This is an optimization exercise on Yosys and OpenROAD, whose aim is small area and a short achievable clock period, not a production implementation.
The RTL was checked by simulation tests, not by an equivalence proof against the original design.
No activity file was given, so power comes from the tool's default toggle rates.

==> inputs of v37 <==
==> flow/design.v (excerpt) <==
module conv_calc_5ks(
    valid_in, clk, rst,
    out_data_0, out_data_1, out_data_2, out_data_3, out_data_4, out_data_5, out_data_6, out_data_7, out_data_8, out_data_9, out_data_10, out_data_11, out_data_12, out_data_13, out_data_14, out_data_15, out_data_16, out_data_17, out_data_18, out_data_19, out_data_20, out_data_21, out_data_22, out_data_23, out_data_24,
    out_weight_0, out_weight_1, out_weight_2, out_weight_3, out_weight_4, out_weight_5, out_weight_6, out_weight_7, out_weight_8, out_weight_9, out_weight_10, out_weight_11, out_weight_12, out_weight_13, out_weight_14, out_weight_15, out_weight_16, out_weight_17, out_weight_18, out_weight_19, out_weight_20, out_weight_21, out_weight_22, out_weight_23, out_weight_24, out_weight_25, out_weight_26, out_weight_27, out_weight_28, out_weight_29, out_weight_30, out_weight_31, out_weight_32, out_weight_33, out_weight_34, out_weight_35, out_weight_36, out_weight_37, out_weight_38, out_weight_39, out_weight_40, out_weight_41, out_weight_42, out_weight_43, out_weight_44, out_weight_45, out_weight_46, out_weight_47, out_weight_48, out_weight_49, out_weight_50, out_weight_51, out_weight_52, out_weight_53, out_weight_54, out_weight_55, out_weight_56, out_weight_57, out_weight_58, out_weight_59, out_weight_60, out_weight_61, out_weight_62, out_weight_63, out_weight_64, out_weight_65, out_weight_66, out_weight_67, out_weight_68, out_weight_69, out_weight_70, out_weight_71, out_weight_72, out_weight_73, out_weight_74,
    bias_0, bias_1, bias_2,
    conv_out_1, conv_out_2, conv_out_3,
    valid_out
);
==> flow/config.mk <==
export PLATFORM = sky130hd
export DESIGN_NAME = conv_calc_5ks
export DESIGN_NICKNAME = conv_calc_5ks
export VERILOG_FILES = /design/flow/design.v
export SDC_FILE = /design/flow/constraint.sdc
export NUM_CORES = 4
export LEC_CHECK = 0
export CAP_MARGIN = 20
export CORE_MARGIN = 2
export CORE_UTILIZATION = 40
export SLEW_MARGIN = 20
==> flow/constraint.sdc <==
create_clock -name core_clock -period 14.0 [get_ports {clk}]
set_input_delay 2.8000 -clock core_clock [delete_from_list [all_inputs] [get_ports {clk}]]
set_output_delay 2.8000 -clock core_clock [all_outputs]
set_load 0.01 [all_outputs]
standard.sh (not shown) runs the stock make flow with config.mk's settings and CLKGATE_MAP_FILE= SYNTH_SCRIPT=/design/flow/synth_recipe.tcl, a recipe that flattens the netlist after the stock synthesis.
==> flow/flow/run.sh <==
#!/bin/bash
set -euo pipefail
MARGIN=${MARGIN:-7.0}
bash standard.sh SETUP_SLACK_MARGIN=$MARGIN finish > standard.log 2>&1
==> v35: changes against v37 <==
==> flow/run.sh (new file) <==
#!/bin/bash
# synth_recipe.tcl (not shown) runs the flow's synth.tcl, then flattens the netlist and writes it again
# the make line also repeats each setting of config.mk as NAME=value (left out here)
make -C /OpenROAD-flow-scripts/flow DESIGN_CONFIG=/design/flow/config.mk WORK_HOME=/design/flow/orfs CLKGATE_MAP_FILE= SYNTH_SCRIPT=/design/flow/synth_recipe.tcl finish
removed: flow/flow/run.sh
removed: flow/standard.sh
==> flow_summary_export.csv <==
group,metric,value,unit
final_layout,nNonClkBuffers,603,
critical_path,worstPathRequired,11200,ps
final_layout,synthToLayoutAreaGrowth,10.5,%
critical_path,critPathLaunch,"r0_1_0$_DFF_P_",
critical_path,critPathLaunchType,"flop",
critical_path,crit_arrival,4930,ps
critical_path,end_kind,"output pin",
status,status,"complete, no violations",
place,placed_area,72600,sq um
power,power_leakage,30.0,nW
Source of the figures above: v35

==> flow_summary_export.csv <==
group,metric,value,unit
critical_path,crit_arrival,7480,ps
critical_path,end_kind,"flop",
critical_path,crit_buf_inv,4,
status,status,"complete, no violations",
final_layout,nNonClkInverters,998,
timing,min_period,7000,ps
power,clockPowerShare,0.038,
clock_network,clockRootBuffer,"clkbuf_16",
final_layout,synthToLayoutAreaGrowth,10.1,%
synth,synth_compound_area_frac,0.156,
critical_path,slowest_delay,1050,ps
power,power_leakage,31.2,nW
clock_network,cts_tree,"yes",
synth,synth.most_common_cell,"fa_1",
Source of the figures above: v37


==> 07-05 <==
Another version of the RTL of conv_calc_5ks (not shown whole).
export LEC_CHECK = 0
export CAP_MARGIN = 20
export CORE_MARGIN = 2
export CORE_UTILIZATION = 40
export SLEW_MARGIN = 20
export TNS_END_PERCENT = 0
create_clock -name core_clock -period 14.0 [get_ports {clk}]
==> flow/flow/run.sh <==
#!/bin/bash
set -euo pipefail
MARGIN=${MARGIN:-9.0}
bash standard.sh SETUP_SLACK_MARGIN=$MARGIN \
  "BUFFER_PORTS_ARGS=-buffer_cell sky130_fd_sc_hd__buf_2" \
  finish > standard.log 2>&1
==> 01-25 (differences from 07-05) <==
==> flow/flow/run.sh (replaced) <==
#!/bin/bash
set -euo pipefail
MARGIN=${MARGIN:-7.5}
bash standard.sh SETUP_SLACK_MARGIN=$MARGIN finish > standard.log 2>&1
Settings changed: TNS_END_PERCENT 0 to unset.
==> run summary <==
Result of the run: 01-25 timing/DRC/antenna clean; 07-05 timing/DRC/antenna clean
Final setup margin: 01-25 7240 ps; 07-05 7210 ps
Power density over the cells: 01-25 304 nW/µm²; 07-05 284 nW/µm²
Buffer share of cell area: 01-25 0.0861; 07-05 0.0420
Total setup buffers inserted after CTS: 01-25 108; 07-05 2
Tcrit/Tclk final: 01-25 0.483; 07-05 0.485
Worst slack on hold paths: 01-25 2350 ps; 07-05 2040 ps
Switching portion of total power: 01-25 0.534; 07-05 0.556
Top fanout value on the critical path: 01-25 2; 07-05 4
Final core utilization: 01-25 0.471; 07-05 0.427
Actual transition at the worst max-transition pin: 01-25 1100 ps; 07-05 765 ps
Number of fillers in the final layout: 01-25 15700; 07-05 16300
Post-detailed-route via-to-cell ratio: 01-25 5.92; 07-05 5.97
Initial DRC count: 01-25 7607; 07-05 7684
Power in combinational cells: 01-25 20700 µW; 07-05 17300 µW
Area growth from synthesis to layout: 01-25 17.3%; 07-05 6.45%
Fin area: 01-25 75400 µm²; 07-05 68500 µm²
Net total in the final layout: 01-25 9369; 07-05 9139

==> inputs of v38 <==
conv_calc_5ks again, from the RTL that the note above started with.
clock: 14.0 ns
lec_check: 0
cap_margin: 20
core_margin: 2
core_utilization: 40
slew_margin: 20
tns_end_percent: 0
==> flow/flow/run.sh <==
#!/bin/bash
set -euo pipefail
MARGIN=${MARGIN:-8.0}
bash standard.sh SETUP_SLACK_MARGIN=$MARGIN \
  "BUFFER_PORTS_ARGS=-buffer_cell sky130_fd_sc_hd__buf_2" \
  finish > standard.log 2>&1
==> v17 (differences from v38) <==
==> flow/run.sh (new file) <==
#!/bin/bash
# synth_recipe.tcl (not shown) runs the flow's synth.tcl, then flattens the netlist and writes it again
# the make line also repeats each setting of config.mk as NAME=value (left out here)
make -C /OpenROAD-flow-scripts/flow DESIGN_CONFIG=/design/flow/config.mk WORK_HOME=/design/flow/orfs CLKGATE_MAP_FILE= SYNTH_SCRIPT=/design/flow/synth_recipe.tcl finish
- TNS_END_PERCENT: 0 -> default
removed: flow/flow/run.sh
removed: flow/standard.sh
==> v21 (differences from v38) <==
==> flow/flow/run.sh (replaced) <==
#!/bin/bash
set -euo pipefail
MARGIN=${MARGIN:-8.0}
bash standard.sh SETUP_SLACK_MARGIN=$MARGIN finish > standard.log 2>&1
==> comparison table <==
metric	v38	v17	v21
Run status	timing/DRC/antenna clean	timing/DRC/antenna clean	timing/DRC/antenna clean
Worst slack after detailed placement	6.65 ns	6.03 ns	6.01 ns
Least setup slack across all paths after layout	7.21 ns	6.53 ns	7.16 ns
Clock buffer count	32	32	30
RSZ-0062 raised after global routing	true	false	true
CP Class	flop to output port	input pin to flop	input pin to flop
Routed wire length on met3	36800 um	36700 um	37600 um
Vias	57800	57700	58300
CP max-delay cell	sky130_fd_sc_hd__fa_2	sky130_fd_sc_hd__clkdlybuf4s50_1	sky130_fd_sc_hd__fa_1
Footprint of the flip-flops and latches	0.00435 mm^2	0.00435 mm^2	0.00435 mm^2
Net Sw Frac	0.556	0.535	0.538
Worst Setup EP	conv_out_3[10]	r0_5_0	r0_11_0
Number of detailed-route iterations in the first pass	6	7	8
Share of post-route cells with drive strength above 1	0.0949	0.0157	0.0819
Synthesis-to-finish area growth	6.45%	10.8%	12.1%
Initial antenna violation count	145	82	102

==> amber: inputs <==
Another version of the RTL of conv_calc_5ks (not shown whole).
Design conv_calc_5ks, start of the top module:
module conv_calc_5ks(
    valid_in, clk, rst,
    out_data_0, out_data_1, out_data_2, out_data_3, out_data_4, out_data_5, out_data_6, out_data_7, out_data_8, out_data_9, out_data_10, out_data_11, out_data_12, out_data_13, out_data_14, out_data_15, out_data_16, out_data_17, out_data_18, out_data_19, out_data_20, out_data_21, out_data_22, out_data_23, out_data_24,
    out_weight_0, out_weight_1, out_weight_2, out_weight_3, out_weight_4, out_weight_5, out_weight_6, out_weight_7, out_weight_8, out_weight_9, out_weight_10, out_weight_11, out_weight_12, out_weight_13, out_weight_14, out_weight_15, out_weight_16, out_weight_17, out_weight_18, out_weight_19, out_weight_20, out_weight_21, out_weight_22, out_weight_23, out_weight_24, out_weight_25, out_weight_26, out_weight_27, out_weight_28, out_weight_29, out_weight_30, out_weight_31, out_weight_32, out_weight_33, out_weight_34, out_weight_35, out_weight_36, out_weight_37, out_weight_38, out_weight_39, out_weight_40, out_weight_41, out_weight_42, out_weight_43, out_weight_44, out_weight_45, out_weight_46, out_weight_47, out_weight_48, out_weight_49, out_weight_50, out_weight_51, out_weight_52, out_weight_53, out_weight_54, out_weight_55, out_weight_56, out_weight_57, out_weight_58, out_weight_59, out_weight_60, out_weight_61, out_weight_62, out_weight_63, out_weight_64, out_weight_65, out_weight_66, out_weight_67, out_weight_68, out_weight_69, out_weight_70, out_weight_71, out_weight_72, out_weight_73, out_weight_74,
    bias_0, bias_1, bias_2,
    conv_out_1, conv_out_2, conv_out_3,
    valid_out
);
export LEC_CHECK = 0
export CAP_MARGIN = 20
export CORE_MARGIN = 2
export CORE_UTILIZATION = 40
export SLEW_MARGIN = 20
create_clock -name core_clock -period 14.0 [get_ports {clk}]
==> flow/flow/run.sh <==
#!/bin/bash
set -euo pipefail
MARGIN=${MARGIN:-7.5}
bash standard.sh SETUP_SLACK_MARGIN=$MARGIN finish > standard.log 2>&1
==> inputs of tundra, as changes to amber <==
==> flow/flow/run.sh (replaced) <==
#!/bin/bash
set -euo pipefail
MARGIN=${MARGIN:-8.0}
bash standard.sh SETUP_SLACK_MARGIN=$MARGIN finish > standard.log 2>&1
==> qor summary <==
item	amber	tundra
WHS	2290 ps	2330 ps
Flip-flop and latch area	4360 µm²	4360 µm²
Buffer count from post-CTS setup fixing	81	283
Power density cells	278 nW/µm²	264 nW/µm²
Routed length on met1	124000 µm	125000 µm
Number of antenna violations at the first check in global routing	131	40
Cell area after placement	71600 µm²	73400 µm²
Multi-input gate share of total cell area	0.771	0.746
Total via count in the routed design	60.0k	60.7k
WP depth	15	13
Sequential cell area share	0.0579	0.0496
Antenna fix cells	73	25
Data arrival time at the worst-slack endpoint	3960 ps	4140 ps
Finished Core Util	0.463	0.540
Critical path capture point	conv_out_1[2]	conv_out_2[10]
Clock group share of total power	0.040	0.032
Multi-input gate area in the final layout	58100 µm²	65500 µm²
Total power	21.0 mW	23.2 mW
Met3 global-route usage	0.0885	0.0626
Global-route met1 utilization	0.492	0.482
Run status	timing/DRC/antenna clean	timing/DRC/antenna clean
Cts bufs inserted	31	27
CTS clock-pin slew for the worst setup and hold paths	70 ps	60 ps
Final period util	0.483	0.496
Placed Cells	9746	9754
Iter 0 DRT Violations	7737	6894

==> static timing again, ports no longer ideal <==
The results above use ideal ports. As a check the final layouts listed here were re-extracted and re-timed, cells and wires unchanged.
Step 1 assumes that a clkbuf_16 drives the clock port and a buf_2 every other input.
Step 2 moves the port delays by t, midway between the first and last clock arrival at a register: inputs arrive t later, outputs are due t later. That takes back most of the time a late clock gives input paths.
a / b / c = ideal ports / drivers / drivers and shift; a / b = the first two.
| run | shift t [ns] | setup WS [ns] | hold slack, ns |
|---|---|---|---|
| v37 | 0.659 | 7.003 / 6.959 / 6.300 | 2.321 / 2.274 / 2.934 |
| v35 | 0.649 | 6.275 / 6.200 / 5.650 | 2.366 / 2.313 / 2.962 |
| 07-05 | 0.665 | 7.215 / 7.151 / 6.595 | 2.037 / 1.994 / 2.658 |
| 01-25 | 0.658 | 7.236 / 7.173 / 6.762 | 2.348 / 2.314 / 2.972 |
| v38 | 0.665 | 7.215 / 7.151 / 6.595 | 2.037 / 1.994 / 2.658 |
| v17 | 0.689 | 6.531 / 6.467 / 5.779 | 2.298 / 2.250 / 2.939 |
| v21 | 0.659 | 7.159 / 7.106 / 6.447 | 2.311 / 2.271 / 2.929 |
| amber | 0.720 | 7.239 / 7.157 / 6.758 | 2.287 / 2.228 / 2.948 |
| tundra | 0.693 | 7.061 / 6.975 / 7.068 | 2.327 / 2.266 / 2.958 |
After both steps every run listed still meets setup and hold. The setup slack of v17, which loses most, moves by -0.064 ns with the drivers and by -0.752 ns with both steps.
